This design comes from an exercise in tuning for small area and a short achievable clock period on the open sky130 flow, not from production work.
The RTL was checked by simulation tests, not by an equivalence proof against the original design.
Power and IR drop assume default switching activity.

==> flow/design.v <==
`timescale 1 ns / 1 ps
module arp_reply #(
  parameter AXIS_DATA_WIDTH   = 512,
  parameter AXIS_TUSER_WIDTH  = 256,
  parameter [47:0] MAC_ADDR_0 = 48'hDA_02_03_04_05_00,
  parameter [47:0] MAC_ADDR_1 = 48'hDA_02_03_04_05_01,
  parameter [47:0] MAC_ADDR_2 = 48'hDA_02_03_04_05_02,
  parameter [47:0] MAC_ADDR_3 = 48'hDA_02_03_04_05_03,
  parameter [31:0] IP_ADDR_0  = 32'hC0_A8_01_0a,
  parameter [31:0] IP_ADDR_1  = 32'hC0_A8_01_0b,
  parameter [31:0] IP_ADDR_2  = 32'hC0_A8_01_0c,
  parameter [31:0] IP_ADDR_3  = 32'hC0_A8_01_0d
)
(
  input  wire                           axis_aclk,
  input  wire                           axis_resetn,
  input  wire [AXIS_DATA_WIDTH - 1:0]   s_axis_tdata,
  input  wire [AXIS_DATA_WIDTH/8 - 1:0] s_axis_tkeep,
  input  wire [AXIS_TUSER_WIDTH - 1:0]  s_axis_tuser,
  input  wire                           s_axis_tvalid,
  output wire                           s_axis_tready,
  input  wire                           s_axis_tlast,
  output wire [AXIS_DATA_WIDTH - 1:0]   m_axis_tdata,
  output wire [AXIS_DATA_WIDTH/8 - 1:0] m_axis_tkeep,
  output wire [AXIS_TUSER_WIDTH - 1:0]  m_axis_tuser,
  output wire                           m_axis_tvalid,
  input  wire                           m_axis_tready,
  output wire                           m_axis_tlast
);
  localparam DW = 512;
  localparam KW = 64;
  localparam UW = 240;    
  localparam W  = DW + KW + UW + 1;
  localparam NS = 7;      
  wire [7:0] b [0:63];
  genvar g;
  generate
    for (g = 0; g < 64; g = g + 1) begin : bytes
      assign b[g] = s_axis_tdata[8*g +: 8];
    end
  endgenerate
  wire [47:0] dmac = {b[0], b[1], b[2], b[3], b[4], b[5]};
  wire [31:0] tpa  = {b[38], b[39], b[40], b[41]};
  wire type_ok = ({b[12], b[13]} == 16'h0806);
  wire oper_ok = ({b[20], b[21]} == 16'h0001);
  wire mac_ok  = (dmac == 48'hFF_FF_FF_FF_FF_FF) || (dmac == MAC_ADDR_0) ||
                 (dmac == MAC_ADDR_1) || (dmac == MAC_ADDR_2) || (dmac == MAC_ADDR_3);
  wire ip_ok   = (tpa == IP_ADDR_0) || (tpa == IP_ADDR_1) ||
                 (tpa == IP_ADDR_2) || (tpa == IP_ADDR_3);
  wire req     = type_ok & oper_ok & mac_ok & ip_ok;
  reg  hs;                  
  wire fwd_in = ~hs | req;
  reg [47:0] my_mac;
  always @(*) begin
    case (tpa)
      IP_ADDR_0: my_mac = MAC_ADDR_0;
      IP_ADDR_1: my_mac = MAC_ADDR_1;
      IP_ADDR_2: my_mac = MAC_ADDR_2;
      IP_ADDR_3: my_mac = MAC_ADDR_3;
      default:   my_mac = 48'h0;
    endcase
  end
  wire [DW-1:0] hdr;
  generate
    for (g = 0; g < 64; g = g + 1) begin : rew
      if (g < 6)
        assign hdr[8*g +: 8] = b[g + 6];
      else if (g < 12)
        assign hdr[8*g +: 8] = my_mac[8*(11 - g) +: 8];
      else if (g < 20)
        assign hdr[8*g +: 8] = b[g];
      else if (g == 20)
        assign hdr[8*g +: 8] = 8'h00;
      else if (g == 21)
        assign hdr[8*g +: 8] = 8'h02;
      else if (g < 28)
        assign hdr[8*g +: 8] = my_mac[8*(27 - g) +: 8];
      else if (g < 32)
        assign hdr[8*g +: 8] = b[g + 10];
      else if (g < 38)
        assign hdr[8*g +: 8] = b[g - 10];
      else if (g < 42)
        assign hdr[8*g +: 8] = b[g - 10];
      else
        assign hdr[8*g +: 8] = b[g];
    end
  endgenerate
  wire [UW-1:0] user_in = {s_axis_tuser[255:160], s_axis_tuser[151:128],
                           s_axis_tuser[127: 32], s_axis_tuser[ 23:  0]};
  wire [W-1:0] din = {s_axis_tlast, user_in, s_axis_tkeep,
                      hs ? hdr : s_axis_tdata};
  reg           rdy;        
  reg  [2:0]    pcnt;       
  reg  [3:0]    pf;         
  reg  [2:0]    qcnt;       
  reg           mv;         
  reg  [NS-1:0] wp;         
  reg  [NS-1:0] hp;         
  wire       acc   = s_axis_tvalid & rdy;
  wire       judge = (pcnt != 3'd0) & (qcnt != 3'd4);
  wire       jf    = judge & pf[0];
  wire       pop   = mv & m_axis_tready;
  wire [2:0] qn    = qcnt + {2'b0, jf} - {2'b0, pop};
  wire [2:0] pn    = pcnt + {2'b0, acc} - {2'b0, judge};
  wire       hmove = (pop | ~mv) & (qn != 3'd0);
  reg  [3:0] pf_n;
  always @(*) begin
    pf_n = judge ? {1'b0, pf[3:1]} : pf;
    if (acc) pf_n[pcnt - {2'b0, judge}] = fwd_in;
  end
  always @(posedge axis_aclk) begin
    if (!axis_resetn) begin
      hs   <= 1'b1;
      rdy  <= 1'b1;
      pcnt <= 3'd0;
      pf   <= 4'd0;
      qcnt <= 3'd0;
      mv   <= 1'b0;
      wp   <= {{(NS-1){1'b0}}, 1'b1};
      hp   <= {{(NS-1){1'b0}}, 1'b1};
    end else begin
      if (acc) hs <= s_axis_tlast | (hs & ~req);
      rdy  <= (pn != 3'd4);
      pcnt <= pn;
      pf   <= pf_n;
      qcnt <= qn;
      mv   <= (qn != 3'd0);
      if (acc & fwd_in) wp <= {wp[NS-2:0], wp[NS-1]};
      if (hmove)        hp <= {hp[NS-2:0], hp[NS-1]};
    end
  end
  reg  [W-1:0] slot [0:NS-1];
  reg  [W-1:0] sel;
  integer i;
  generate
    for (g = 0; g < NS; g = g + 1) begin : slots
      always @(posedge axis_aclk)
        if (wp[g] & rdy) slot[g] <= din;
    end
  endgenerate
  always @(*) begin
    sel = {W{1'b0}};
    for (i = 0; i < NS; i = i + 1)
      sel = sel | ({W{hp[i]}} & slot[i]);
  end
  reg [W-1:0] r;
  always @(posedge axis_aclk)
    if (m_axis_tready | ~mv) r <= sel;
  wire [UW-1:0] ur = r[DW+KW +: UW];
  assign m_axis_tdata  = r[DW-1:0];
  assign m_axis_tkeep  = r[DW +: KW];
  assign m_axis_tuser  = {ur[239:144], ur[143:136], ur[143:120],
                          ur[119: 24], ur[ 23: 16], ur[ 23:  0]};
  assign m_axis_tlast  = r[W-1];
  assign m_axis_tvalid = mv;
  assign s_axis_tready = rdy;
endmodule
==> flow/run.sh <==
#!/bin/bash
# synth_recipe.tcl (not shown) runs the flow's synth.tcl, then flattens the netlist and writes it again
# the make line also repeats each setting of config.mk as NAME=value (left out here)
make -C /OpenROAD-flow-scripts/flow DESIGN_CONFIG=/design/flow/config.mk WORK_HOME=/design/flow/orfs CLKGATE_MAP_FILE= SYNTH_SCRIPT=/design/flow/synth_recipe.tcl finish
==> flow/config.mk <==
export PLATFORM = sky130hd
export DESIGN_NAME = arp_reply
export DESIGN_NICKNAME = arp_reply
export VERILOG_FILES = /design/flow/design.v
export SDC_FILE = /design/flow/constraint.sdc
export NUM_CORES = 4
export LEC_CHECK = 0
export CAP_MARGIN = 20
export CORE_MARGIN = 2
export CORE_UTILIZATION = 40
export PLACE_DENSITY = 0.6
export SLEW_MARGIN = 20
==> flow/constraint.sdc <==
create_clock -name core_clock -period 5.5 [get_ports {axis_aclk}]
set_input_delay 1.1000 -clock core_clock [delete_from_list [all_inputs] [get_ports {axis_aclk}]]
set_output_delay 1.1000 -clock core_clock [all_outputs]
set_load 0.01 [all_outputs]
==> metrics.md, run 1 <==
| Metric | Value |
|---|---|
| Vias in the first global route | 117000 |
| Starting density of the core | 0.401 |
| Vias | 124000 |
| Layout cells sized above 1 | 0.102 |
| Setup_tns | 0 ns |
| Max Fclk | 279 MHz |
| Total track usage | 0.234 |
| WP data arrival | 2.48 ns |
| CP max stage delay | 0.87 ns |
| Die width | 759 µm |
| #FFs+latches synth | 6563 |
| Final Instance Area | 0.276 mm² |
| Largest net degree at the start of global routing | 128 |
| Post-CTS sizing | 0 |
| Clk sinks | 6563 |
| IO buf count | 1655 |
| Lkg Pwr | 88.5 nW |
| RSZ-0062 raised after global routing | no |
| Worst clock skew | 0.0686 ns |
| Crit path time final | 3.58 ns |
| CP bufs+invs | 1 |
| Post-layout nets | 13800 |
| CP Cell Sequence | clkdlybuf4s50_1 |
| Worst Hold Class | reg2reg |
| Post-DP Area | 0.255 mm² |
| Clock Path Buffers | 4 |
| Top-area cell type share of the netlist area | 0.861 |
| Die Y-Extent | 759 µm |
| Top post-synthesis cells by count | 6536 x edfxtp_1, 1634 x a22oi_1, 824 x nand3_1, 817 x a222oi_1, 648 x clkbuf_1 |
| Max Slew Vio Count | 0 |
| Initial DRC Count | 17500 |
| Top-count cell post-synth | edfxtp_1 |
| DRC | 0 |
| Most area-consuming cells after synthesis | edfxtp_1 86%, a22oi_1 5.4%, a222oi_1 3.6% |
| Predominant post-synthesis flop cell | edfxtp_1 |
| Largest delay share family, worst path | buffers and inverters |
| Leading area contributor after synthesis | edfxtp_1 |
| Hold Slack | 0.515 ns |
| Power density over the cells | 480 mW/mm² |
| CP startpoint kind | flop |
| Clock Latency Late Sink | 1.05 ns |
| Final period util | 0.651 |
| Router iterations before antenna repair | 9 |
| EDFF count, synth | 6536 |
| Least-Margin Pin Slew | 1.10 ns |
| CTS Buf Count | 656 |
| Sequential share of the synthesized area | 0.864 |
| Unique masters post-synth | 46 |
| Syn Std Cell Area | 0.228 mm² |
| Row Count | 277 |
| Rel. slew slack | 0.268 |
| H-tree level count | 6 |
| CP Max Fanout | 1 |
| Area of the core | 0.568 mm² |
| Clock Pin Slew Worst Setup and Hold Paths | 0.06 ns |
| CP Data Required Time | 4.40 ns |
| Post-CTS Hold Buffers | 0 |
| Post-DR vias/cell | 5.87 |
| Max-cap violations | 0 |
| Post-Syn Instances | 11000 |
| WL final | 706 mm |
| Maximum vdd drop | 0.000382 V |
| Half-perimeter wire length after placement | 428 mm |
| Kind of critical path | reg2out |
| Finish-stage setup viols | 0 |
| Area delta synth->final | 21.3% |
| Synthesis Warnings | 2 |
| Die area | 0.576 mm² |
| Global-route wire length before repair | 960 mm |
| Total congestion overflow | 0 |
| Status | timing/DRC/antenna clean |
| Fin. Hold Viols | 0 |
| Initial antenna violation count | 241 |
| Root Driver | clkbuf_16 |
| Post-synth net total | 11800 |
| Critical path endpoint category | primary output |
| Share of synthesized flip-flops with an asynchronous set or reset | 0 |
| DR WL/cell | 33.4 µm |
| Io pins | 1672 |
| Synthesized area per cell | 20.7 µm² |
| FILL cells | 46400 |
| Clock tree from TritonCTS | done |
| Pwr Total | 0.133 W |
| Gpl congestion | 0.822 |
| Post-CTS setup buffer count | 0 |
| CP max-delay cell | clkdlybuf4s50_1 |
| Final ANT Viol Nets | 0 |
[cell usage in the layout, fill, tap and decap left out, types with 7 or more instances in the layout]
master / netlist / routed
a222oi_1: 817 / 817
a22oi_1: 1634 / 1634
and2_4: 0 / 7
buf_12: 0 / 125
buf_4: 16 / 169
bufinv_16: 0 / 45
clkbuf_1: 648 / 157
clkbuf_16: 0 / 660
clkdlybuf4s50_1: 0 / 1655
clkinv_1: 0 / 151
clkinv_16: 0 / 29
clkinv_2: 0 / 103
clkinv_8: 0 / 8
clkinvlp_4: 0 / 14
dfxtp_1: 27 / 18
dfxtp_4: 0 / 8
diode_2: 0 / 131
edfxtp_1: 6536 / 6536
inv_1: 36 / 35
inv_16: 0 / 12
inv_6: 0 / 8
mux2_1: 7 / 7
mux2_2: 168 / 168
mux2i_1: 14 / 14
nand2_1: 24 / 23
nand3_1: 824 / 823
nand4_1: 14 / 14
nor2_1: 15 / 15
nor2b_1: 86 / 86
nor4_1: 13 / 12
o21ai_1: 22 / 22
[area by class of cell]
class | instances | area (µm²) | area share
Sequential cell | 6563 | 197000 | 0.712
Multi-Input combinational cell | 3709 | 28300 | 0.102
Timing Repair Buffer | 1950 | 20400 | 0.0737
Clock buffer | 817 | 17100 | 0.0619
Tap cell | 7533 | 9430 | 0.0341
Clock inverter | 373 | 3880 | 0.0140
Antenna cell | 131 | 328 | 0.00119
Inverter | 36 | 135 | 0.000489
[registers in the layout (all words and copies together) (netlist names)]
signal	count
pf	4
pcnt	3
r	817
hs	1
rdy	1
wp	7
mv	1
slot	5719
qcnt	3
hp	7
[stage by stage]
stage	instances	util	setup WS (ns)
floorplan	11000	-	-1.10
global placement	19800	0.449	0.683
detailed placement	19800	0.449	0.676
CTS	21000	0.486	1.75
global route	21000	0.486	1.64
finish	21100	0.486	1.92
[path summary, 6_finish.rpt]
kind,slack [ns],depth (start not counted),end,startpoint
setup / recovery,1.92,1,m_axis_tuser[78],r[646]$_DFFE_PP_
hold / removal,0.52,2,r[219]$_DFFE_PP_,slot[2][219]$_DFFE_PP_
setup reg to reg,2.05,13,hp[0]$_SDFFE_PN1P_,pcnt[1]$_SDFF_PN0_
hold reg to reg,0.52,2,r[219]$_DFFE_PP_,slot[2][219]$_DFFE_PP_
[layer usage]
| metal | up-vias | wire length [µm] | global-route usage |
|---|---|---|---|
| met1 | 64700 | 272000 | 0.308 |
| met5 | - | 718 | 0 |
| li1 | 51400 | - | - |
| met4 | 114 | 24500 | 0.0800 |
| met2 | 6557 | 337000 | 0.375 |
| met3 | 1147 | 71200 | 0.0651 |
[power by group]
part / leakage [nW] / switching (W) / total [W] / internal, W
Clock: 10.2 / 0.0191 / 0.0435 / 0.0244
Combinational: 16.5 / 0.0154 / 0.0255 / 0.0100
Sequential: 61.8 / 0.00313 / 0.0637 / 0.0606
Total: 88.5 / 0.0377 / 0.133 / 0.0950
[logic make-up (layout without fill, tap and decap cells)]
family          Yosys count  count (layout)  share of synthesized area
flops                  6563            6563                      0.864
compound gates         2492            2492                     0.0908
simple gates           1013            1013                     0.0231
buf+inv                 729            3176                     0.0123
mux                     189             189                    0.00926
fa+ha+maj                 8               8                   0.000505
xor+xnor                  7               7                   0.000269
other cells               0             131                          0
==> run 2: changes to the inputs <==
--- a/flow/config.mk
+++ b/flow/config.mk
@@ -9,4 +9,7 @@
 export CORE_MARGIN = 2
-export CORE_UTILIZATION = 40
-export PLACE_DENSITY = 0.6
+export CORE_UTILIZATION = 60
+export CTS_CLUSTER_DIAMETER = 100
+export CTS_CLUSTER_SIZE = 30
+export PLACE_DENSITY = 0.7
+export SETUP_SLACK_MARGIN = 2.5
 export SLEW_MARGIN = 20
==> run 2 against run 1 <==
Against the previous run:
- critical endpoint is now pf[2]$_SDFF_PN0_
- worst setup slack improved by 0.56 ns
- total power fell by 19%
- register-to-register slack improved by 0.60 ns
- critical path depth rose by 6
==> metrics.md, run 2 <==
| Metric | Value |
|---|---|
| Max-cap violations | 0 |
| Syn Std Cell Area | 0.228 mm² |
| Cells on worst reg2reg path | 14 |
| Total congestion overflow | 0 |
| CTS Buf Count | 244 |
| Leading area contributor after synthesis | edfxtp_1 |
| Placed instance count | 17200 |
| Maximum vdd drop | 0.000492 V |
| DR WL/cell | 37.0 µm |
| Top-area cell type share of the netlist area | 0.861 |
| RSZ-0062 raised after global routing | no |
| Layout cells sized above 1 | 0.0604 |
| WP data arrival | 3.93 ns |
| Final period util | 0.550 |
| Root Driver | clkbuf_16 |
| Synthesis Warnings | 2 |
| Combinational family with the most area after synthesis | compound AO/OA/AOI/OAI gates |
| CP startpoint kind | input port |
| WL final | 652 mm |
| WL met1 | 229 mm |
| Area of the multi-input gates | 0.0285 mm² |
| Clock Pin Slew Worst Setup and Hold Paths | 0.11 ns |
| R2R setup slack | 2.65 ns |
| IO buf count | 1655 |
| Die width | 620 µm |
| Starting density of the core | 0.602 |
| Post-DR vias/cell | 6.93 |
| Synth Area in Adders | 0.000505 |
| H-tree level count | 4 |
| Vias | 122000 |
| Register area | 0.197 mm² |
| Lkg Pwr | 82.6 nW |
| #FFs+latches synth | 6563 |
| Largest delay share family, worst path | simple AND/OR/NAND/NOR gates |
| Post-layout nets | 13300 |
| Place WS | 0.733 ns |
| Kind of critical path | in2reg |
| Initial DRC Count | 20500 |
| Total track usage | 0.329 |
| Power density over the cells | 419 mW/mm² |
| Final ANT Viol Nets | 0 |
| Post-Synth Simple-Gate Area | 0.0231 |
| Synth Area in Compound Gates | 0.0908 |
| Biggest regs | slot x5719, r x817 |
| Final Instance Area | 0.258 mm² |
| Finish-stage setup viols | 0 |
| Max Fclk | 331 MHz |
| Top-count cell post-synth | edfxtp_1 |
| CP max stage delay | 0.85 ns |
| Status | timing/DRC/antenna clean |
| Synthesized area per cell | 20.7 µm² |
| Unique masters post-synth | 46 |
| Post-synth net total | 11800 |
| Gpl congestion | 0.842 |
| FILL cells | 23800 |
| Most area-consuming cells after synthesis | edfxtp_1 86%, a22oi_1 5.4%, a222oi_1 3.6% |
| Fin. Hold Viols | 0 |
| Xor/xnor share of the synthesized area | 0.000269 |
| Share of synthesized flip-flops with an asynchronous set or reset | 0 |
| Half-perimeter wire length after placement | 382 mm |
| Die Y-Extent | 620 µm |
| Most frequent cells in the layout | 6536 x edfxtp_1, 1634 x a22oi_1, 822 x nand3_1, 817 x a222oi_1, 814 x clkdlybuf4s50_1 |
| Pwr Total | 0.108 W |
| Die area | 0.385 mm² |
| Fin worst setup slack | 2.48 ns |
| Post-layout util | 0.680 |
| Vias in the first global route | 115000 |
| Worst clock skew | 0.0544 ns |
| Post-Syn Instances | 11000 |
| CP Cell Sequence | clkdlybuf4s50_1 > nand4_1 > or4_1 > nor4_2 > o2111ai_4 > buf_4 > a31oi_1 |
| Clock Path Buffers | 4 |
| Max reg flops | 5719 |
| Predominant post-synthesis flop cell | edfxtp_1 |
| Hold path cells | 2 |
| Largest net degree at the start of global routing | 162 |
| Sequential share of the synthesized area | 0.864 |
| Io pins | 1672 |
| Post-DP Area | 0.251 mm² |
| Mux share of post-synthesis cell area | 0.00926 |
| Metal3 WL | 73.4 mm |
| EDFF count, synth | 6536 |
| CP max-delay cell | or4_1 |
| Critical path endpoint category | flop |
| Clock Latency Late Sink | 0.99 ns |
| CP bufs+invs | 2 |
| Rel. slew slack | 0.150 |
| Post-CTS Hold Buffers | 0 |
| Top post-synthesis cells by count | 6536 x edfxtp_1, 1634 x a22oi_1, 824 x nand3_1, 817 x a222oi_1, 648 x clkbuf_1 |
| Least-Margin Pin Slew | 1.28 ns |
| Final Non-Filler Cells | 17600 |
| Area delta synth->final | 13.0% |
| DRC | 0 |
| Crit. path cell count | 7 |
| CP Max Fanout | 5 |
| Worst Hold Class | reg2reg |
| Global-route wire length before repair | 888 mm |
| Clock tree from TritonCTS | done |
| Crit path time final | 3.02 ns |
| Initial antenna violation count | 232 |
| Most common cell after layout, fill and taps aside | edfxtp_1 |
| Met2 Routed Length | 305 mm |
| Max Slew Vio Count | 0 |
| Area of the core | 0.379 mm² |
| Row Count | 226 |
| CP Data Required Time | 6.41 ns |
| Router iterations before antenna repair | 12 |
| Clk sinks | 6563 |
| Largest Register | slot |
| Top sig layer | met5 |
==> run 2: cell count changes in the layout (fill, tap and decap cells not counted), sizes merged <==
cell / previous run / this run
dlygate4sd2: 0 / 752
bufinv: 45 / 0
buf: 295 / 229
inv: 58 / 42
clkbuf: 817 / 257
clkinv: 292 / 13
clkdlybuf4s15: 0 / 75
clkinvlp: 14 / 0
diode: 131 / 151
clkdlybuf4s50: 1655 / 814
==> run 2: kinds of logic after synthesis <==
kind of cell    Yosys count
xor+xnor                  7
simple gates           1013
flops                  6563
compound gates         2492
buf+inv                 729
fa+ha+maj                 8
mux                     189
==> run 2: timing repair <==
action | CTS | global route
resized for setup | 1012 | 28
endpoints found under the setup margin | 1036 | 201
pin swaps | 3 | 4
gates cloned | 0 | 0
setup buffers | 8 | 1
==> run 2: path summary, 6_finish.rpt <==
| check | from | to |
|---|---|---|
| min | slot[6][538]$_DFFE_PP_ | r[538]$_DFFE_PP_ |
| min reg2reg | slot[6][538]$_DFFE_PP_ | r[538]$_DFFE_PP_ |
| max reg2reg | qcnt[1]$_SDFF_PN0_ | hp[0]$_SDFFE_PN1P_ |
| max | s_axis_tdata[11] | pf[2]$_SDFF_PN0_ |
==> run 2: layout make-up <==
cell class                 count  area share
sequential                  6563       0.764
multi-input combinational   3709       0.111
timing repair buffer        1872      0.0732
tap                         5016      0.0244
clock buffer                 255      0.0241
antenna                      151     0.00147
clock inverter                19     0.00120
inverter                      36    0.000525
==> run 2: worst min-delay path, stage by stage (launching register included) <==
cell	delay, ns
edfxtp_1	0.34
a222oi_1	0.07
nand3_1	0.07
==> run 2: stage by stage <==
step	setup TNS [ns]	hold slack, ns
finish	0	0.534
global placement	0	0.523
CTS	0	0.532
global route	0	0.564
detailed placement	0	0.529
floorplan	-6234.19	0.517
==> run 2: per-layer routing <==
layer | vias to the layer above | global-route usage
li1 | 49800 | -
met1 | 63000 | 0.442
met2 | 8041 | 0.500
met3 | 1186 | 0.0728
met4 | 98 | 0.196
met5 | - | 0
==> run 2: report_power, final <==
| part | total [W] | internal (W) | leakage, nW | switching (W) |
|---|---|---|---|---|
| Sequential | 0.0627 | 0.0604 | 61.8 | 0.00226 |
| Combinational | 0.0233 | 0.00798 | 17.6 | 0.0153 |
| Clock | 0.0221 | 0.00819 | 3.19 | 0.0139 |
| Total | 0.108 | 0.0766 | 82.6 | 0.0314 |
==> run 3: changes to the inputs <==
==> flow/flow/run.sh (new file) <==
#!/bin/bash
# The standard layout, with plain buffers on the ports instead of the delay
# cells buffer_ports picks by default. Everything else is the standard.sh.
set -euo pipefail
export BUFFER_PORTS_ARGS="-buffer_cell sky130_fd_sc_hd__buf_2"
bash standard.sh finish > standard_flow.log 2>&1
==> flow/standard.sh (new file) <==
#!/bin/bash
# synth_recipe.tcl (not shown) runs the flow's synth.tcl, then flattens the netlist and writes it again
# the make line also repeats each setting of config.mk as NAME=value (left out here)
make -C /OpenROAD-flow-scripts/flow DESIGN_CONFIG=/design/flow/config.mk WORK_HOME=/design/flow/orfs CLKGATE_MAP_FILE= SYNTH_SCRIPT=/design/flow/synth_recipe.tcl "${@:-finish}"
--- a/flow/config.mk
+++ b/flow/config.mk
@@ -13,3 +13,3 @@
 export PLACE_DENSITY = 0.7
-export SETUP_SLACK_MARGIN = 2.5
+export SETUP_SLACK_MARGIN = 2.75
 export SLEW_MARGIN = 20
removed: flow/run.sh
==> run 3 against run 2 <==
Against the previous run:
- global-route usage decreased by 0.61 points
- cell area decreased by 2.4%
- die area unchanged
- sequential power about the same
- largest cell class unchanged
- highest routed layer unchanged
==> metrics.md, run 3 <==
| Metric | Value |
|---|---|
| Die Y-Extent | 620 µm |
| CTS Buf Count | 262 |
| IO buf count | 1655 |
| Unique masters post-synth | 46 |
| Kind of critical path | reg2out |
| Clock tree from TritonCTS | done |
| H-tree level count | 5 |
| Rel. slew slack | 0.267 |
| R2R setup slack | 2.76 ns |
| Fin worst setup slack | 2.59 ns |
| Gpl congestion | 0.861 |
| Area delta synth->final | 10.3% |
| Biggest regs | slot x5719, r x817 |
| Initial DRC Count | 21500 |
| #FFs+latches synth | 6563 |
| Largest net degree at the start of global routing | 144 |
| R2R Path Start | qcnt[1]$_SDFF_PN0_ |
| Synthesized area per cell | 20.7 µm² |
| Max Fclk | 344 MHz |
| Max-cap violations | 0 |
| Die width | 620 µm |
| Max reg flops | 5719 |
| Pwr Total | 0.108 W |
| Top-area cell type share of the netlist area | 0.861 |
| Critical path endpoint category | primary output |
| WP data arrival | 1.81 ns |
| Worst clock skew | 0.0548 ns |
| Clk sinks | 6563 |
| Post-DP Area | 0.243 mm² |
| Crit path time final | 2.91 ns |
| CP Max Fanout | 2 |
| Least-Margin Pin Slew | 1.10 ns |
| CP max-delay cell | edfxtp_1 |
| Clock Pin Slew Worst Setup and Hold Paths | 0.11 ns |
| Final period util | 0.528 |
| Share of synthesized flip-flops with an asynchronous set or reset | 0 |
| WL final | 641 mm |
| Worst Hold Class | in2reg |
| Row Count | 226 |
| Setup_tns | 0 ns |
| CP bufs+invs | 1 |
| FILL cells | 24200 |
| CP max stage delay | 0.66 ns |
| CP Data Required Time | 4.40 ns |
| Global-route wire length before repair | 876 mm |
| Root Driver | clkbuf_16 |
| Synthesis Warnings | 2 |
| Final Instance Area | 0.251 mm² |
| WL met1 | 225 mm |
| DRC | 0 |
| Most frequent cells in the layout | 6536 x edfxtp_1, 1634 x a22oi_1, 1594 x buf_2, 823 x nand3_1, 817 x a222oi_1 |
| Top post-synthesis cells by count | 6536 x edfxtp_1, 1634 x a22oi_1, 824 x nand3_1, 817 x a222oi_1, 648 x clkbuf_1 |
| Metal3 WL | 74.7 mm |
| Clock Path Buffers | 4 |
| Total track usage | 0.323 |
| Post-layout nets | 13300 |
| Top-count cell post-synth | edfxtp_1 |
| Lkg Pwr | 81.9 nW |
| Setup crit end | m_axis_tdata[23] |
| Half-perimeter wire length after placement | 372 mm |
| Leading area contributor after synthesis | edfxtp_1 |
| Crit path from | r[23]$_DFFE_PP_ |
| RSZ-0062 raised after global routing | yes |
| Io pins | 1672 |
| Final ANT Viol Nets | 0 |
| Vias | 123000 |
| Met2 Routed Length | 298 mm |
| EDFF count, synth | 6536 |
| Router iterations before antenna repair | 10 |
| Cells on worst reg2reg path | 14 |
| Crit. path cell count | 1 |
| Post-DR vias/cell | 6.93 |
| CP Cell Sequence | buf_2 |
| Place WS | 1.24 ns |
| Predominant post-synthesis flop cell | edfxtp_1 |
| Post-synth net total | 11800 |
| Finish-stage setup viols | 0 |
| Post-Syn Instances | 11000 |
| Maximum vdd drop | 0.000405 V |
| Die area | 0.385 mm² |
| Initial antenna violation count | 315 |
| Largest Register | slot |
| Most common cell after layout, fill and taps aside | edfxtp_1 |
| Worst reg2reg endpoint | hp[3]$_SDFFE_PN0P_ |
| Largest delay share family, worst path | flip-flops |
| Layout cells sized above 1 | 0.192 |
| Most area-consuming cells after synthesis | edfxtp_1 86%, a22oi_1 5.4%, a222oi_1 3.6% |
| Max Slew Vio Count | 0 |
| Area of the core | 0.379 mm² |
| Fin. Hold Viols | 0 |
| Status | timing/DRC/antenna clean |
| Total congestion overflow | 0 |
| CP startpoint kind | flop |
| Sequential share of the synthesized area | 0.864 |
| Top sig layer | met5 |
| DR WL/cell | 36.2 µm |
| Syn Std Cell Area | 0.228 mm² |
| Vias in the first global route | 115000 |
| Starting density of the core | 0.602 |
| Clock Latency Late Sink | 0.97 ns |
| Post-CTS Hold Buffers | 0 |
| Power density over the cells | 430 mW/mm² |
[run 3: cell counts after synthesis]
Identical to the previous run, type by type.
[run 3: layout make-up]
class,instances,area [µm²],share of cell area
repair buffers,1866,11700,0.0466
clock inverters,32,548,0.00218
multi-input cells,3709,28500,0.113
inverters,36,135,0.000538
clock buffers,274,6840,0.0272
diodes,213,533,0.00212
well taps,5016,6280,0.0250
flip-flops and latches,6563,197000,0.783
[run 3: cells by family after synthesis]
| logic type | count (synthesis) | share of synthesized area |
|---|---|---|
| buf+inv | 729 | 0.0123 |
| fa+ha+maj | 8 | 0.000505 |
| simple gates | 1013 | 0.0231 |
| xor+xnor | 7 | 0.000269 |
| mux | 189 | 0.00926 |
| compound gates | 2492 | 0.0908 |
| flops | 6563 | 0.864 |
[run 3: metal layers]
metal	up-vias	track usage
li1	50000	-
met1	62800	0.431
met2	8410	0.486
met3	1316	0.0790
met4	126	0.197
met5	-	0
[run 3: what timing repair did]
action,4_1_cts,5_1_grt
endpoints found under the hold margin,0,0
setup endpoints to repair,331,129
gates resized for setup,123,17
cloned,0,0
pin swaps,5,10
buffers inserted,9,4
[run 3: where the power goes]
group,internal [W],switching (W)
combinational,0.00705,0.0150
sequential,0.0604,0.00233
clock,0.00927,0.0141
[run 3: how the worst min path moves through the flow]
stage,start,endpoint,slack [ns],depth (start not counted)
final,s_axis_tdata[419],slot[0][419]$_DFFE_PP_,0.38,1
after global routing,s_axis_tdata[467],slot[1][467]$_DFFE_PP_,0.34,1
after CTS,s_axis_tuser[11],slot[6][587]$_DFFE_PP_,0.31,1
after detailed placement,slot[6][276]$_DFFE_PP_,r[276]$_DFFE_PP_,0.53,2
after global placement,slot[6][328]$_DFFE_PP_,r[328]$_DFFE_PP_,0.52,2
after floorplan,slot[6][109]$_DFFE_PP_,r[109]$_DFFE_PP_,0.52,2
[run 3: stage by stage]
| step | util | instances | hold WS, ns |
|---|---|---|---|
| after global placement | 0.641 | 17200 | 0.523 |
| after CTS | 0.662 | 17500 | 0.305 |
| after floorplan | - | 11000 | 0.517 |
| after detailed placement | 0.641 | 17200 | 0.529 |
| after global routing | 0.663 | 17600 | 0.343 |
| final | 0.664 | 17700 | 0.379 |
==> run 4: changes to the inputs <==
==> flow/run.sh (new file) <==
#!/bin/bash
# synth_recipe.tcl (not shown) runs the flow's synth.tcl, then flattens the netlist and writes it again
# the make line also repeats each setting of config.mk as NAME=value (left out here)
make -C /OpenROAD-flow-scripts/flow DESIGN_CONFIG=/design/flow/config.mk WORK_HOME=/design/flow/orfs CLKGATE_MAP_FILE= SYNTH_SCRIPT=/design/flow/synth_recipe.tcl finish
--- a/flow/config.mk
+++ b/flow/config.mk
@@ -9,6 +9,6 @@
 export CORE_MARGIN = 2
-export CORE_UTILIZATION = 60
-export CTS_CLUSTER_DIAMETER = 100
-export CTS_CLUSTER_SIZE = 30
-export PLACE_DENSITY = 0.7
+export CORE_UTILIZATION = 70
+export CTS_CLUSTER_DIAMETER = 80
+export CTS_CLUSTER_SIZE = 24
+export PLACE_DENSITY = 0.8
 export SETUP_SLACK_MARGIN = 2.75
removed: flow/flow/run.sh
removed: flow/standard.sh
==> run 4 against run 3 <==
Against the previous run:
- cell area grew 2.3%
- core utilization is 13 points higher
- cell count is 3.5% lower
- still clean on timing, DRC and antenna
- first-iteration DRC count is 20% higher
- routed wire length rose by 2.2%
- clock skew up 0.0013 ns
- register-to-register slack better by 0.04 ns
- non-clock buffer count increased by 2
==> metrics.md, run 4 <==
| Metric | Value |
|---|---|
| Critical path endpoint category | primary output |
| Top post-synthesis cells by count | 6536 x edfxtp_1, 1634 x a22oi_1, 824 x nand3_1, 817 x a222oi_1, 648 x clkbuf_1 |
| Sequential share of the synthesized area | 0.864 |
| Die area | 0.330 mm² |
| R2R setup slack | 2.80 ns |
| Clock tree from TritonCTS | done |
| Total track usage | 0.386 |
| Initial DRC Count | 25700 |
| Synthesis Warnings | 2 |
| DRC | 0 |
| Least-Margin Pin Slew | 1.17 ns |
| Clock Latency Late Sink | 0.99 ns |
| Total congestion overflow | 0 |
| Clock Path Buffers | 4 |
| Hold Crit Endpoint | r[637]$_DFFE_PP_ |
| WL final | 656 mm |
| Layout cells sized above 1 | 0.117 |
| Maximum vdd drop | 0.000431 V |
| Hold Crit Start | slot[6][637]$_DFFE_PP_ |
| Worst Hold Class | reg2reg |
| EDFF count, synth | 6536 |
| Half-perimeter wire length after placement | 384 mm |
| Rel. slew slack | 0.221 |
| FILL cells | 15600 |
| Finish-stage setup viols | 0 |
| Fin. Hold Viols | 0 |
| Largest net degree at the start of global routing | 154 |
| Post-layout nets | 13300 |
| Post-layout util | 0.794 |
| Predominant post-synthesis flop cell | edfxtp_1 |
| Die Y-Extent | 575 µm |
| Cells on worst reg2reg path | 14 |
| CP bufs+invs | 1 |
| Most common cell after layout, fill and taps aside | edfxtp_1 |
| Most area-consuming cells after synthesis | edfxtp_1 86%, a22oi_1 5.4%, a222oi_1 3.6% |
| Post-synth net total | 11800 |
| Final ANT Viol Nets | 0 |
| H-tree level count | 5 |
| RSZ-0062 raised after global routing | yes |
| Max Fclk | 337 MHz |
| CTS Buf Count | 314 |
| Biggest regs | slot x5719, r x817 |
| DR WL/cell | 38.4 µm |
| Power density over the cells | 432 mW/mm² |
| Top-area cell type share of the netlist area | 0.861 |
| Largest Register | slot |
| Die width | 575 µm |
| Hold path cells | 2 |
| Starting density of the core | 0.703 |
| Max reg flops | 5719 |
| CP startpoint kind | flop |
| Area delta synth->final | 12.9% |
| Share of synthesized flip-flops with an asynchronous set or reset | 0 |
| Pwr Total | 0.111 W |
| Router iterations before antenna repair | 17 |
| Status | timing/DRC/antenna clean |
| Area of the core | 0.324 mm² |
| Post-CTS Hold Buffers | 0 |
| Unique masters post-synth | 46 |
| Top-count cell post-synth | edfxtp_1 |
| Global-route wire length before repair | 896 mm |
| Clk sinks | 6563 |
| R2R Path Start | pcnt[2]$_SDFF_PN0_ |
| CP Max Fanout | 1 |
| Area of the multi-input gates | 0.0285 mm² |
| Syn Std Cell Area | 0.228 mm² |
| Post-Syn Instances | 11000 |
| Largest delay share family, worst path | flip-flops |
| Most frequent cells in the layout | 6536 x edfxtp_1, 1634 x a22oi_1, 823 x nand3_1, 817 x a222oi_1, 809 x clkdlybuf4s50_1 |
| WP data arrival | 1.87 ns |
| CP max-delay cell | edfxtp_1 |
| Clock Pin Slew Worst Setup and Hold Paths | 0.09 ns |
| Register area | 0.197 mm² |
| CP Data Required Time | 4.40 ns |
| Worst reg2reg endpoint | hp[3]$_SDFFE_PN0P_ |
| CP Cell Sequence | buf_2 |
| Post-DP Area | 0.250 mm² |
| Root Driver | clkbuf_16 |
| Final period util | 0.539 |
| Io pins | 1672 |
| CP max stage delay | 0.70 ns |
| Final Instance Area | 0.257 mm² |
| Synthesized area per cell | 20.7 µm² |
| Crit path time final | 2.97 ns |
| IO buf count | 1655 |
| Gpl congestion | 0.888 |
| Kind of critical path | reg2out |
| #FFs+latches synth | 6563 |
| Setup_tns | 0 ns |
| Vias in the first global route | 119000 |
| Post-DR vias/cell | 7.41 |
| Lkg Pwr | 82.7 nW |
| Leading area contributor after synthesis | edfxtp_1 |
| Worst clock skew | 0.0561 ns |
| Initial antenna violation count | 277 |
| Max Slew Vio Count | 0 |
| Max-cap violations | 0 |
| Row Count | 209 |
| Vias | 127000 |
==> run 4: where the power goes <==
| group | switching, W | total, W | internal (W) |
|---|---|---|---|
| Clock | 0.0145 | 0.0250 | 0.0105 |
| Combinational | 0.0154 | 0.0233 | 0.00787 |
| Sequential | 0.00254 | 0.0630 | 0.0604 |
==> run 4: timing repair <==
action	4_1_cts	5_1_grt
gates resized for setup	3139	72
pin swaps	7	10
endpoints found under the setup margin	1039	197
setup buffers	10	7
==> run 4: how the worst max path moves through the flow <==
stage,from,to,slack [ns],cells after the start
2_1_floorplan,rdy$_SDFF_PN1_,slot[0][0]$_DFFE_PP_,-1.09,2
3_3_place_gp,s_axis_tdata[331],slot[4][88]$_DFFE_PP_,0.65,7
3_5_place_dp,s_axis_tdata[331],slot[1][88]$_DFFE_PP_,0.68,7
4_1_cts,r[747]$_DFFE_PP_,m_axis_tuser[187],2.50,1
5_1_grt,r[747]$_DFFE_PP_,m_axis_tuser[187],2.47,1
6_report,r[747]$_DFFE_PP_,m_axis_tuser[187],2.53,1
==> run 4: kinds of logic after synthesis <==
logic type / synth area share
flip-flops: 0.864
AO/OA/AOI/OAI: 0.0908
AND/OR/NAND/NOR: 0.0231
buffers and inverters: 0.0123
multiplexers: 0.00926
adder cells (fa/ha/maj): 0.000505
XOR/XNOR: 0.000269
==> run 4: final cells by class <==
type	instances	area share
tap	4325	0.0210
clock inverter	31	0.00216
multi-input combinational	3709	0.111
sequential	6563	0.765
inverter	36	0.000525
timing repair buffer	1868	0.0672
clock buffer	320	0.0307
antenna	235	0.00229
==> run 4: through the flow <==
step | worst slack (ns) | hold WS, ns | std cells
finish | 2.53 | 0.528 | 17100
global route | 2.47 | 0.555 | 17000
CTS | 2.50 | 0.526 | 16800
detailed placement | 0.685 | 0.529 | 16500
global placement | 0.648 | 0.523 | 16500
floorplan | -1.09 | 0.517 | 11000
==> run 4: metal layers <==
layer  track usage  vias up  wire length (µm)
met5             0        -               642
met4         0.256       94             48700
met3         0.111     1507             99400
met2         0.574    11300            303000
met1         0.507    63600            204000
li1              -    50100                 -
==> run 5: changes to the inputs <==
--- a/flow/design.v
+++ b/flow/design.v
@@ -140,10 +140,11 @@
   endgenerate
+  reg  [W-1:0] r;
+  wire         hold = mv & ~m_axis_tready;
   always @(*) begin
-    sel = {W{1'b0}};
+    sel = {W{hold}} & r;
     for (i = 0; i < NS; i = i + 1)
-      sel = sel | ({W{hp[i]}} & slot[i]);
+      sel = sel | ({W{hp[i] & ~hold}} & slot[i]);
   end
-  reg [W-1:0] r;
   always @(posedge axis_aclk)
-    if (m_axis_tready | ~mv) r <= sel;
+    r <= sel;
   wire [UW-1:0] ur = r[DW+KW +: UW];
==> flow/flow/run.sh (new file) <==
#!/bin/bash
# The standard layout, with plain buffers on the ports instead of the delay
# cells buffer_ports picks by default. Everything else is the standard.sh.
set -euo pipefail
export BUFFER_PORTS_ARGS="-buffer_cell sky130_fd_sc_hd__buf_2"
bash standard.sh finish > standard_flow.log 2>&1
==> flow/standard.sh (new file) <==
#!/bin/bash
# synth_recipe.tcl (not shown) runs the flow's synth.tcl, then flattens the netlist and writes it again
# the make line also repeats each setting of config.mk as NAME=value (left out here)
make -C /OpenROAD-flow-scripts/flow DESIGN_CONFIG=/design/flow/config.mk WORK_HOME=/design/flow/orfs CLKGATE_MAP_FILE= SYNTH_SCRIPT=/design/flow/synth_recipe.tcl "${@:-finish}"
--- a/flow/config.mk
+++ b/flow/config.mk
@@ -13,3 +13,3 @@
 export PLACE_DENSITY = 0.8
-export SETUP_SLACK_MARGIN = 2.75
+export SETUP_SLACK_MARGIN = 2.9
 export SLEW_MARGIN = 20
removed: flow/run.sh
==> run 5 against run 4 <==
Against the previous run:
- clock-buffer cell count rose by 217
- synthesized cell count rose by 8.4%
- core utilization rose by 0.43 points
- area after synthesis fell by 0.68%
- register-to-register slack got worse by 0.02 ns
- critical path type is now reg2reg
- largest cell class unchanged
==> metrics.md, run 5 <==
| Metric | Value |
|---|---|
| Area delta synth->final | 13.4% |
| Maximum vdd drop | 0.000428 V |
| Predominant post-synthesis flop cell | edfxtp_1 |
| Max Fclk | 368 MHz |
| Fin. Hold Viols | 0 |
| Max Slew Vio Count | 0 |
| Synth Area in Compound Gates | 0.119 |
| IO buf count | 1655 |
| Initial antenna violation count | 365 |
| Biggest regs | slot x5719, r x817 |
| Least-Margin Pin Slew | 1.25 ns |
| Synthesized area per cell | 19.0 µm² |
| Fin worst setup slack | 2.78 ns |
| Starting density of the core | 0.704 |
| WP data arrival | 3.51 ns |
| Total congestion overflow | 0 |
| Hold Crit Start | s_axis_tuser[189] |
| CP startpoint kind | flop |
| FILL cells | 15000 |
| Gpl congestion | 0.871 |
| Vias in the first global route | 125000 |
| EDFF count, synth | 5719 |
| Unique masters post-synth | 47 |
| Worst Hold Class | in2reg |
| Lkg Pwr | 85.3 nW |
| Post-synth net total | 12800 |
| Most area-consuming cells after synthesis | edfxtp_1 76%, dfxtp_1 7.5%, a22oi_1 5.4% |
| Synth Area in Adders | 0.000509 |
| Worst reg2reg endpoint | r[385]$_DFF_P_ |
| WL final | 673 mm |
| Combinational family with the most area after synthesis | compound AO/OA/AOI/OAI gates |
| CP Data Required Time | 6.30 ns |
| Placed instance count | 17300 |
| Max-cap violations | 0 |
| Setup_tns | 0 ns |
| Hold Slack | 0.332 ns |
| CTS Buf Count | 314 |
| Clock Latency Late Sink | 1.01 ns |
| Hold Crit Endpoint | slot[1][749]$_DFFE_PP_ |
| Initial DRC Count | 22900 |
| Sequential share of the synthesized area | 0.833 |
| Clock tree from TritonCTS | done |
| Cells on worst reg2reg path | 7 |
| Final Non-Filler Cells | 18300 |
| Die Y-Extent | 573 µm |
| Post-Syn Instances | 11900 |
| Root Driver | clkbuf_16 |
| Layout cells sized above 1 | 0.238 |
| Syn Std Cell Area | 0.226 mm² |
| Kind of critical path | reg2reg |
| Row Count | 208 |
| Area of the core | 0.321 mm² |
| Router iterations before antenna repair | 9 |
| Final ANT Viol Nets | 0 |
| Max reg flops | 5719 |
| CP Max Fanout | 93 |
| Clock Path Buffers | 4 |
| DRC | 0 |
| Clk sinks | 6563 |
| Post-layout nets | 14300 |
| Synthesis Warnings | 2 |
| Die area | 0.328 mm² |
| Top-area cell type share of the netlist area | 0.759 |
| Most frequent cells in the layout | 5719 x edfxtp_1, 1633 x a22oi_1, 992 x buf_2, 827 x nand3_1, 817 x a221oi_1 |
| Mux share of post-synthesis cell area | 0.00918 |
| Status | timing/DRC/antenna clean |
| Io pins | 1672 |
| DR WL/cell | 36.8 µm |
| Place WS | 1.27 ns |
| Crit path time final | 2.72 ns |
| H-tree level count | 5 |
| Total track usage | 0.395 |
| Critical path endpoint category | flop |
| Half-perimeter wire length after placement | 381 mm |
| Hold path cells | 1 |
| Share of synthesized flip-flops with an asynchronous set or reset | 0 |
| Power density over the cells | 450 mW/mm² |
| Final period util | 0.494 |
| Post-DR vias/cell | 7.31 |
| R2R Path Start | mv$_SDFF_PN0_ |
| R2R setup slack | 2.78 ns |
| Die width | 573 µm |
| Rel. slew slack | 0.166 |
| Top post-synthesis cells by count | 5719 x edfxtp_1, 1633 x a22oi_1, 844 x dfxtp_1, 828 x nand3_1, 817 x a221oi_1 |
| Post-layout util | 0.798 |
| RSZ-0062 raised after global routing | yes |
| Largest Register | slot |
| Xor/xnor share of the synthesized area | 0.000271 |
| Clock Pin Slew Worst Setup and Hold Paths | 0.10 ns |
| Largest net degree at the start of global routing | 136 |
| Vias | 134000 |
| Global-route wire length before repair | 917 mm |
| Leading area contributor after synthesis | edfxtp_1 |
| Most common cell after layout, fill and taps aside | edfxtp_1 |
| #FFs+latches synth | 6563 |
| Post-Synth Simple-Gate Area | 0.0236 |
| Finish-stage setup viols | 0 |
| Top-count cell post-synth | edfxtp_1 |
| Worst clock skew | 0.0789 ns |
| Post-CTS Hold Buffers | 0 |
[run 5: kinds of logic after synthesis]
logic type	count (synthesis)
compound gates	3311
xor+xnor	7
fa+ha+maj	8
buf+inv	819
flops	6563
mux	185
simple gates	1028
[run 5: timing repair]
| item | 4_1_cts | 5_1_grt |
|---|---|---|
| pin swaps | 11 | 7 |
| setup buffers | 107 | 12 |
| resized for setup | 1795 | 82 |
| setup endpoints to repair | 1224 | 496 |
| gates cloned | 9 | 4 |
[run 5: stage by stage]
| step | instance area, µm² | power (W) |
|---|---|---|
| floorplan | 226000 | 0.0729 |
| finish | 257000 | 0.116 |
| global placement | 240000 | 0.0838 |
| CTS | 256000 | 0.114 |
| detailed placement | 240000 | 0.0848 |
| global route | 256000 | 0.118 |
[run 5: area by class of cell]
| cell class | count | area (µm²) | share of cell area |
|---|---|---|---|
| clock inverters | 28 | 569 | 0.00222 |
| repair buffers | 1991 | 16600 | 0.0645 |
| flip-flops and latches | 6563 | 190000 | 0.739 |
| well taps | 4305 | 5390 | 0.0210 |
| diodes | 296 | 741 | 0.00289 |
| multi-input cells | 4552 | 34700 | 0.135 |
| clock buffers | 537 | 8790 | 0.0343 |
| inverters | 35 | 131 | 0.000512 |
[run 5: per-layer routing]
| metal | routed length (µm) | track usage |
|---|---|---|
| met2 | 307000 | 0.588 |
| met5 | 845 | 0 |
| met1 | 212000 | 0.500 |
| met3 | 95900 | 0.122 |
| met4 | 57300 | 0.280 |
[run 5: how the worst max path moves through the flow]
stage | end | startpoint | slack [ns] | cells after the start
global placement | hs$_SDFFE_PN1P_ | s_axis_tdata[333] | 1.39 | 6
floorplan | slot[0][0]$_DFFE_PP_ | rdy$_SDFF_PN1_ | -1.12 | 2
detailed placement | hs$_SDFFE_PN1P_ | s_axis_tdata[332] | 1.27 | 6
global route | hp[0]$_SDFFE_PN1P_ | qcnt[0]$_SDFF_PN0_ | 2.71 | 14
CTS | m_axis_tuser[145] | r[713]$_DFF_P_ | 2.84 | 1
finish | r[385]$_DFF_P_ | mv$_SDFF_PN0_ | 2.78 | 7
[run 5: report_power, final]
part,leakage [nW],switching (W),internal [W]
Sequential,60.1,0.00309,0.0587
Clock,4.42,0.0150,0.0112
Combinational,20.7,0.0165,0.0111
[run 5: critical path, cell delays in order (launching register included)]
cell and delay, ns:
dfxtp_4 0.40, nand2b_4 0.23, and2_4 0.35, buf_12 0.20
buf_12 0.24, a22o_1 0.31, a221oi_1 0.42, nand3_1 0.26
==> run 6: changes to the inputs <==
--- a/flow/config.mk
+++ b/flow/config.mk
@@ -9,6 +9,6 @@
 export CORE_MARGIN = 2
-export CORE_UTILIZATION = 70
+export CORE_UTILIZATION = 78
 export CTS_CLUSTER_DIAMETER = 80
 export CTS_CLUSTER_SIZE = 24
-export PLACE_DENSITY = 0.8
+export PLACE_DENSITY = 0.88
 export SETUP_SLACK_MARGIN = 2.9
==> run 6 against run 5 <==
Against the previous run:
- the flow now stops in global routing (5_1_grt)
- area after synthesis is the same
- synthesized cell count is the same
==> metrics.md, run 6 <==
| Metric | Value |
|---|---|
| Syn Std Cell Area | 0.226 mm² |
| Worst setup endpoint GRT | hp[1]$_SDFFE_PN0P_/D |
| Post-DP Area | 0.240 mm² |
| Io pins | 1672 |
| Post-CTS Hold Buffers | 0 |
| Sequential share of the synthesized area | 0.833 |
| Largest net degree at the start of global routing | 161 |
| Row Count | 197 |
| #FFs+latches synth | 6563 |
| Stopped at | global routing (5_1_grt) |
| Stop err | [ERROR GRT-0232] Routing congestion too high. Check the congestion heatmap in the GUI. |
| Starting density of the core | 0.785 |
| Predominant post-synthesis flop cell | edfxtp_1 |
| Initial antenna violation count | 404 |
| IO buf count | 1655 |
| Clock Path Buffers | 4 |
| EDFF count, synth | 5719 |
| Worst_ep kind | sequential cell input |
| Die Y-Extent | 543 µm |
| Top-area cell type share of the netlist area | 0.759 |
| Top-count cell post-synth | edfxtp_1 |
| Share of synthesized flip-flops with an asynchronous set or reset | 0 |
| Half-perimeter wire length after placement | 393 mm |
| Most area-consuming cells after synthesis | edfxtp_1 76%, dfxtp_1 7.5%, a22oi_1 5.4% |
| Leading area contributor after synthesis | edfxtp_1 |
| Post-Syn Instances | 11900 |
| Post-synth net total | 12800 |
| Synthesis Warnings | 2 |
| Die width | 543 µm |
| Root Driver | clkbuf_16 |
| Placed instance count | 16800 |
| CTS Buf Count | 316 |
| H-tree level count | 5 |
| Total congestion overflow | 9 |
| Unique masters post-synth | 47 |
| Clk sinks | 6563 |
| Status | aborted with a tool error |
| Gpl congestion | 0.907 |
| Top post-synthesis cells by count | 5719 x edfxtp_1, 1633 x a22oi_1, 844 x dfxtp_1, 828 x nand3_1, 817 x a221oi_1 |
| Total track usage | 0.741 |
| Synthesized area per cell | 19.0 µm² |
## run 6: worst max path at each step
stage | endpoint | depth (start not counted) | from | slack (ns)
2_1_floorplan | slot[0][0]$_DFFE_PP_ | 2 | rdy$_SDFF_PN1_ | -1.12
3_3_place_gp | slot[5][88]$_DFFE_PP_ | 7 | s_axis_tdata[333] | 1.50
3_5_place_dp | slot[5][177]$_DFFE_PP_ | 7 | s_axis_tdata[333] | 1.32
4_1_cts | m_axis_tuser[145] | 1 | r[713]$_DFF_P_ | 2.79
## run 6: cells by family after synthesis
logic type                 after synthesis  synth area share
and+or+nand+nor                       1028            0.0236
DFF                                   6563             0.833
muxes                                  185           0.00918
AOI/OAI and AO/OA                     3311             0.119
xor gates and xnor gates                 7          0.000271
adders and majority gates                8          0.000509
buffers and inverters                  819            0.0144
## run 6: metrics by stage
stage / total power (W) / TNS [ns] / utilization / hold WS, ns / worst slack [ns]
after global placement: 0.0835 / 0 / 0.831 / 0.444 / 1.50
after floorplan: 0.0729 / -6383.82 / - / 0.435 / -1.12
after CTS: 0.117 / 0 / 0.890 / 0.302 / 2.79
after detailed placement: 0.0849 / 0 / 0.831 / 0.457 / 1.32
## run 6: layer usage
metal | GRT usage | overflow
met4 | 0.741 | 5
met5 | 0.316 | 0
met1 | 0.741 | 0
met2 | 0.887 | 1
met3 | 0.605 | 3
## run 6: repair_timing
action	4_1_cts
buffers inserted	232
resized for setup	2088
pin swaps	18
endpoints found under the setup margin	1527
cloned	12
endpoints found under the hold margin	0
## run 6: power by group through the flow
stage	sequential [W]	clock, W	combinational (W)
2_1_floorplan	0.0623	0	0.0106
3_5_place_dp	0.0617	0	0.0232
3_3_place_gp	0.0613	0	0.0222
4_1_cts	0.0620	0.0265	0.0283
==> run 7: changes to the inputs <==
--- a/flow/config.mk
+++ b/flow/config.mk
@@ -9,7 +9,7 @@
 export CORE_MARGIN = 2
-export CORE_UTILIZATION = 78
-export CTS_CLUSTER_DIAMETER = 80
-export CTS_CLUSTER_SIZE = 24
-export PLACE_DENSITY = 0.88
-export SETUP_SLACK_MARGIN = 2.9
+export CORE_UTILIZATION = 70
+export CTS_CLUSTER_DIAMETER = 90
+export CTS_CLUSTER_SIZE = 28
+export PLACE_DENSITY = 0.8
+export SETUP_SLACK_MARGIN = 2.85
 export SLEW_MARGIN = 20
==> run 7 against run 6 <==
Against the previous run:
- area after synthesis unchanged
- synthesized cell count unchanged
- the run now finishes clean
==> metrics.md, run 7 <==
| Metric | Value |
|---|---|
| Status | timing/DRC/antenna clean |
| Most frequent cells in the layout | 5719 x edfxtp_1, 1633 x a22oi_1, 1326 x buf_2, 827 x nand3_1, 817 x a221oi_1 |
| Vias in the first global route | 123000 |
| Clock Latency Late Sink | 0.96 ns |
| Area of the core | 0.321 mm² |
| Finish-stage setup viols | 0 |
| Max reg flops | 5719 |
| Root Driver | clkbuf_16 |
| Top-area cell type share of the netlist area | 0.759 |
| Placed instance count | 17300 |
| Final Non-Filler Cells | 18100 |
| Pwr Total | 0.111 W |
| Most area-consuming cells after synthesis | edfxtp_1 76%, dfxtp_1 7.5%, a22oi_1 5.4% |
| Starting density of the core | 0.704 |
| Synthesis Warnings | 2 |
| CP Max Fanout | 88 |
| Post-Syn Instances | 11900 |
| CP most frequent cell | buf_12 |
| Router iterations before antenna repair | 6 |
| Total track usage | 0.386 |
| Half-perimeter wire length after placement | 381 mm |
| Worst Hold Class | in2reg |
| Cells on worst reg2reg path | 3 |
| Synthesized area per cell | 19.0 µm² |
| Worst clock skew | 0.0503 ns |
| Final ANT Viol Nets | 0 |
| Crit path time final | 2.67 ns |
| Layout cells sized above 1 | 0.194 |
| Biggest regs | slot x5719, r x817 |
| R2R setup slack | 2.83 ns |
| Clock tree from TritonCTS | done |
| Hold path cells | 1 |
| DR WL/cell | 36.3 µm |
| Unique masters post-synth | 47 |
| Post-DR vias/cell | 7.27 |
| Die width | 573 µm |
| H-tree level count | 5 |
| Clock Path Buffers | 4 |
| Power density over the cells | 441 mW/mm² |
| WL final | 657 mm |
| IO buf count | 1655 |
| #FFs+latches synth | 6563 |
| Row Count | 208 |
| DRC | 0 |
| Share of synthesized flip-flops with an asynchronous set or reset | 0 |
| Most common cell after layout, fill and taps aside | edfxtp_1 |
| CP startpoint kind | flop |
| Post-synth net total | 12800 |
| CTS Buf Count | 277 |
| Largest Register | slot |
| CP bufs+invs | 2 |
| Top post-synthesis cells by count | 5719 x edfxtp_1, 1633 x a22oi_1, 844 x dfxtp_1, 828 x nand3_1, 817 x a221oi_1 |
| CP max-delay cell | and2_4 |
| Post-CTS Hold Buffers | 0 |
| Die area | 0.328 mm² |
| Largest net degree at the start of global routing | 136 |
| CP max stage delay | 0.65 ns |
| EDFF count, synth | 5719 |
| Max Slew Vio Count | 0 |
| Maximum vdd drop | 0.000438 V |
| Hold Crit Start | s_axis_tuser[209] |
| Rel. slew slack | 0.114 |
| Initial antenna violation count | 354 |
| Largest delay share family, worst path | buffers and inverters |
| Top-count cell post-synth | edfxtp_1 |
| Post-layout nets | 14200 |
| Worst reg2reg endpoint | slot[2][24]$_DFFE_PP_ |
| Clock Pin Slew Worst Setup and Hold Paths | 0.11 ns |
| CP Data Required Time | 6.08 ns |
| Max Fclk | 375 MHz |
| Die Y-Extent | 573 µm |
| Initial DRC Count | 21300 |
| R2R Path Start | wp[2]$_SDFFE_PN0P_ |
| Sequential share of the synthesized area | 0.833 |
| Area delta synth->final | 11.1% |
| Vias | 132000 |
| Global-route wire length before repair | 898 mm |
| Fin. Hold Viols | 0 |
| Least-Margin Pin Slew | 1.33 ns |
| Clk sinks | 6563 |
| Io pins | 1672 |
| Lkg Pwr | 83.5 nW |
| Hold Crit Endpoint | slot[2][769]$_DFFE_PP_ |
| Total congestion overflow | 0 |
| Leading area contributor after synthesis | edfxtp_1 |
| Kind of critical path | reg2reg |
| Max-cap violations | 0 |
| Final period util | 0.485 |
| RSZ-0062 raised after global routing | yes |
| Syn Std Cell Area | 0.226 mm² |
| Predominant post-synthesis flop cell | edfxtp_1 |
| WP data arrival | 3.25 ns |
| Critical path endpoint category | flop |
| Crit path from | wp[2]$_SDFFE_PN0P_ |
| Gpl congestion | 0.871 |
| CP Cell Sequence | and2_4 > buf_12 > buf_12 |
run 7: final cells by class:
| class | instances | area [µm²] |
|---|---|---|
| Timing Repair Buffer | 1905 | 13300 |
| Clock buffer | 463 | 7850 |
| Antenna cell | 271 | 678 |
| Clock inverter | 27 | 474 |
| Sequential cell | 6563 | 189000 |
| Inverter | 35 | 131 |
| Tap cell | 4305 | 5390 |
| Multi-Input combinational cell | 4549 | 34700 |
| Fill cell | 16000 | 69900 |
run 7: metal layers:
| metal | GRT usage | part of all wire | vias up |
|---|---|---|---|
| met4 | 0.267 | 0.082 | 156 |
| met2 | 0.574 | 0.46 | 10700 |
| met5 | 0.000441 | 0.0015 | - |
| met1 | 0.493 | 0.32 | 66200 |
| li1 | - | - | 52800 |
| met3 | 0.118 | 0.14 | 1832 |
run 7: cell families after synthesis:
| logic type | count (synthesis) | share of synthesized area |
|---|---|---|
| simple gates | 1028 | 0.0236 |
| mux | 185 | 0.00918 |
| buf+inv | 819 | 0.0144 |
| flops | 6563 | 0.833 |
| fa+ha+maj | 8 | 0.000509 |
| compound gates | 3311 | 0.119 |
| xor+xnor | 7 | 0.000271 |
run 7: per-stage QoR:
stage          cell area [µm²]  setup WS [ns]  hold WS, ns  TNS (ns)   util
3_3_place_gp            240000           1.39        0.447         0  0.748
5_1_grt                 251000           2.73        0.363         0  0.782
3_5_place_dp            240000           1.27        0.457         0  0.748
6_report                251000           2.83        0.373         0  0.782
4_1_cts                 251000           2.78        0.317         0  0.780
2_1_floorplan           226000          -1.12        0.435  -6383.82      -
run 7: where the power goes:
part / internal [W] / switching (W) / leakage (nW)
Combinational: 0.00914 / 0.0161 / 19.5
Clock: 0.0101 / 0.0145 / 3.96
Sequential: 0.0582 / 0.00271 / 60.1
Total: 0.0774 / 0.0334 / 83.5
run 7: what timing repair did:
item | in CTS | in global routing
pin swaps | 9 | 10
buffers inserted | 23 | 10
gates resized for setup | 633 | 60
cloned | 7 | 3
setup endpoints to repair | 713 | 705
endpoints found under the hold margin | 0 | 0
run 7: how the worst max path moves through the flow:
stage,endpoint,slack (ns),depth (start not counted)
after global routing,hp[0]$_SDFFE_PN1P_,2.73,14
after global placement,hs$_SDFFE_PN1P_,1.39,6
after floorplan,slot[0][0]$_DFFE_PP_,-1.12,2
final,slot[2][24]$_DFFE_PP_,2.83,3
after CTS,r[716]$_DFF_P_,2.78,6
after detailed placement,hs$_SDFFE_PN1P_,1.27,6
==> run 8: changes to the inputs <==
--- a/flow/design.v
+++ b/flow/design.v
@@ -132,4 +132,3 @@
   reg  [W-1:0] slot [0:NS-1];
-  reg  [W-1:0] sel;
-  integer i;
+  wire [W-1:0] sel;
   generate
@@ -142,7 +141,13 @@
   wire         hold = mv & ~m_axis_tready;
-  always @(*) begin
-    sel = {W{hold}} & r;
-    for (i = 0; i < NS; i = i + 1)
-      sel = sel | ({W{hp[i] & ~hold}} & slot[i]);
-  end
+  wire [NS:0] sel_en = {hold, hp & {NS{~hold}}};
+  generate
+    for (g = 0; g < W; g = g + 1) begin : rsel
+      arp_reply_sel8 u_sel (
+        .s (sel_en),
+        .d ({r[g], slot[6][g], slot[5][g], slot[4][g], slot[3][g],
+             slot[2][g], slot[1][g], slot[0][g]}),
+        .y (sel[g])
+      );
+    end
+  endgenerate
   always @(posedge axis_aclk)
@@ -158 +163,18 @@
 endmodule
+module arp_reply_sel8 (
+  input  wire [7:0] s,
+  input  wire [7:0] d,
+  output wire       y
+);
+  wire n0, n1;
+  arp_reply_aoi222 u_g0 (.a(s[2:0]), .b(d[2:0]), .y(n0));
+  arp_reply_aoi222 u_g1 (.a(s[5:3]), .b(d[5:3]), .y(n1));
+  assign y = ~(n0 & n1 & ~(s[6] & d[6]) & ~(s[7] & d[7]));
+endmodule
+module arp_reply_aoi222 (
+  input  wire [2:0] a,
+  input  wire [2:0] b,
+  output wire       y
+);
+  assign y = ~((a[0] & b[0]) | (a[1] & b[1]) | (a[2] & b[2]));
+endmodule
--- a/flow/config.mk
+++ b/flow/config.mk
@@ -10,6 +10,7 @@
 export CORE_UTILIZATION = 70
-export CTS_CLUSTER_DIAMETER = 90
-export CTS_CLUSTER_SIZE = 28
+export CTS_CLUSTER_DIAMETER = 80
+export CTS_CLUSTER_SIZE = 24
 export PLACE_DENSITY = 0.8
-export SETUP_SLACK_MARGIN = 2.85
+export SETUP_SLACK_MARGIN = 2.9
 export SLEW_MARGIN = 20
+export SYNTH_HIERARCHICAL = 1
==> run 8 against run 7 <==
Against the previous run:
- still clean on timing, DRC and antenna
- total power grew 3.1%
- cell area is essentially flat
- first-iteration DRC count grew 53%
- flip-flop and latch count is the same
- routed wire length grew 0.24%
- critical endpoint is now hs$_SDFFE_PN1P_
==> metrics.md, run 8 <==
| Metric | Value |
|---|---|
| Global-route wire length before repair | 895 mm |
| Unique masters post-synth | 47 |
| Most area-consuming cells after synthesis | edfxtp_1 78%, dfxtp_1 7.7%, a222oi_1 7.5% |
| Vias | 132000 |
| Die Y-Extent | 564 µm |
| Crit path time final | 2.70 ns |
| Starting density of the core | 0.703 |
| Synth Area in Adders | 0.000525 |
| Final period util | 0.491 |
| Area of the core | 0.312 mm² |
| Predominant post-synthesis flop cell | edfxtp_1 |
| Gr busiest metal | met2 |
| Die area | 0.318 mm² |
| Met2 usage | 0.594 |
| Largest Register | slot |
| Hold path cells | 1 |
| Status | timing/DRC/antenna clean |
| Place WS | 1.00 ns |
| Hold Slack | 0.374 ns |
| Post-Synth Simple-Gate Area | 0.0242 |
| Share of synthesized flip-flops with an asynchronous set or reset | 0 |
| Leading area contributor after synthesis | edfxtp_1 |
| IO buf count | 1655 |
| Total track usage | 0.395 |
| WP data arrival | 3.54 ns |
| R2R Path Start | mv$_SDFF_PN0_ |
| #FFs+latches synth | 6563 |
| Syn Std Cell Area | 0.219 mm² |
| Biggest regs | slot x5719, r x817 |
| FILL cells | 14400 |
| CP Max Fanout | 5 |
| Xor/xnor share of the synthesized area | 0.000279 |
| RSZ-0062 raised after global routing | yes |
| GR Layer Usage met1 | 0.496 |
| Hold Crit Start | s_axis_tdata[416] |
| Final Instance Area | 0.251 mm² |
| Area delta synth->final | 14.6% |
| Fin worst setup slack | 2.80 ns |
| CP Data Required Time | 6.34 ns |
| Total congestion overflow | 0 |
| Initial antenna violation count | 328 |
| Worst Hold Class | in2reg |
| Initial DRC Count | 32500 |
| CP max stage delay | 0.54 ns |
| Post-DR vias/cell | 7.61 |
| CP max-delay cell | nor4_2 |
| Rel. slew slack | 0.239 |
| Clk sinks | 6563 |
| DRC | 0 |
| Clock Latency Late Sink | 0.99 ns |
| Top post-synthesis cells by count | 5719 x edfxtp_1, 1634 x a222oi_1, 844 x dfxtp_1, 829 x nand3_1, 817 x a22oi_1 |
| Die width | 564 µm |
| CP bufs+invs | 2 |
| Layout cells sized above 1 | 0.250 |
| Post-DP Area | 0.236 mm² |
| M3 GR Usage | 0.127 |
| Fin. Hold Viols | 0 |
| Mux share of post-synthesis cell area | 0.00947 |
| Combinational family with the most area after synthesis | compound AO/OA/AOI/OAI gates |
| Kind of critical path | in2reg |
| Most frequent cells in the layout | 5719 x edfxtp_1, 1634 x a222oi_1, 1029 x buf_2, 828 x nand3_1, 817 x a22oi_1 |
| Clock Pin Slew Worst Setup and Hold Paths | 0.09 ns |
| Post-layout nets | 13500 |
| Critical path endpoint category | flop |
| R2R setup slack | 2.81 ns |
| Top-area cell type share of the netlist area | 0.783 |
| Max Slew Vio Count | 0 |
| Synthesis Warnings | 8 |
| Io pins | 1672 |
| Worst reg2reg endpoint | r[786]$_DFF_P_ |
| Max reg flops | 5719 |
## run 8: where the power goes
part	internal, W	switching [W]	total (W)
logic	0.0104	0.0159	0.0263
registers	0.0586	0.00295	0.0616
clock network	0.0113	0.0151	0.0264
total	0.0803	0.0340	0.114
## run 8: cell families (layout without fill, tap and decap cells)
| family | after synthesis | count (layout) |
|---|---|---|
| flip-flops | 6563 | 6563 |
| AO/OA/AOI/OAI | 2496 | 2496 |
| AND/OR/NAND/NOR | 1024 | 1029 |
| multiplexers | 185 | 185 |
| buffers and inverters | 92 | 2594 |
| adder cells (fa/ha/maj) | 8 | 8 |
| XOR/XNOR | 7 | 7 |
| other | 0 | 263 |
## run 8: worst max path at each step
| stage | from | endpoint | slack, ns | cells past startpoint |
|---|---|---|---|---|
| 2_1_floorplan | m_axis_tready | hp[0]$_SDFFE_PN1P_ | -6.08 | 5 |
| 6_report | s_axis_tdata[20] | hs$_SDFFE_PN1P_ | 2.80 | 7 |
| 4_1_cts | r[225]$_DFF_P_ | m_axis_tdata[225] | 2.79 | 1 |
| 3_3_place_gp | s_axis_tdata[164] | hs$_SDFFE_PN1P_ | 0.66 | 6 |
| 5_1_grt | s_axis_tdata[35] | hs$_SDFFE_PN1P_ | 2.79 | 7 |
| 3_5_place_dp | s_axis_tdata[330] | hs$_SDFFE_PN1P_ | 1.0 | 6 |
## run 8: area by class of cell
cell class / instances / area, µm² / share of cell area
clock buffers: 540 / 8880 / 0.0353
diodes: 263 / 658 / 0.00262
repair buffers: 1986 / 15800 / 0.0629
inverters: 36 / 139 / 0.000552
flip-flops and latches: 6563 / 190000 / 0.754
clock inverters: 32 / 586 / 0.00233
well taps: 4140 / 5180 / 0.0206
multi-input cells: 3725 / 30600 / 0.122
## run 8: metrics by stage
stage	cells	total power [W]
after global routing	17200	0.117
after global placement	16300	0.0827
after floorplan	10400	0.0721
final	17300	0.114
after detailed placement	16300	0.0835
after CTS	17000	0.112
## run 8: worst register-to-register path, delay by kind of cell (launching register included)
family	cells	cell delay [ns]
buf+inv	1	0.61
simple gates	3	1.18
compound gates	1	0.44
flops	1	0.37
## run 8: Yosys stat by module, one instance, submodules excluded
module / flip-flops and latches / times used / cell area [µm²] / cells inside
arp_reply_aoi222: 0 / 1634 / 10.0 / 1
arp_reply_sel8: 0 / 817 / 12.5 / 2
arp_reply: 6563 / 1 / 193000 / 7107
## run 8: metal layers
metal | part of all wire | wire length (µm) | up-vias
li1 | - | - | 51500
met1 | 0.30 | 200000 | 65200
met2 | 0.46 | 303000 | 12800
met3 | 0.16 | 103000 | 1929
met4 | 0.080 | 52700 | 136
met5 | 0.0014 | 903 | -
## run 8: what timing repair did
| item | CTS | global route |
|---|---|---|
| cloned | 0 | 6 |
| hold buffers | 0 | 0 |
| resized for setup | 1665 | 97 |
| buffers inserted | 84 | 14 |
| setup endpoints to repair | 1280 | 188 |
| pin swaps | 6 | 11 |
| endpoints found under the hold margin | 0 | 0 |

Re-timed with assumed drivers on the ports (clkbuf_16 on the clock, buf_2 on other inputs), run 8 has 2.724 ns of setup slack against 2.799 ns with ideal ports, and 1.683 ns once port delays also move by the mid clock arrival of 1.059 ns.
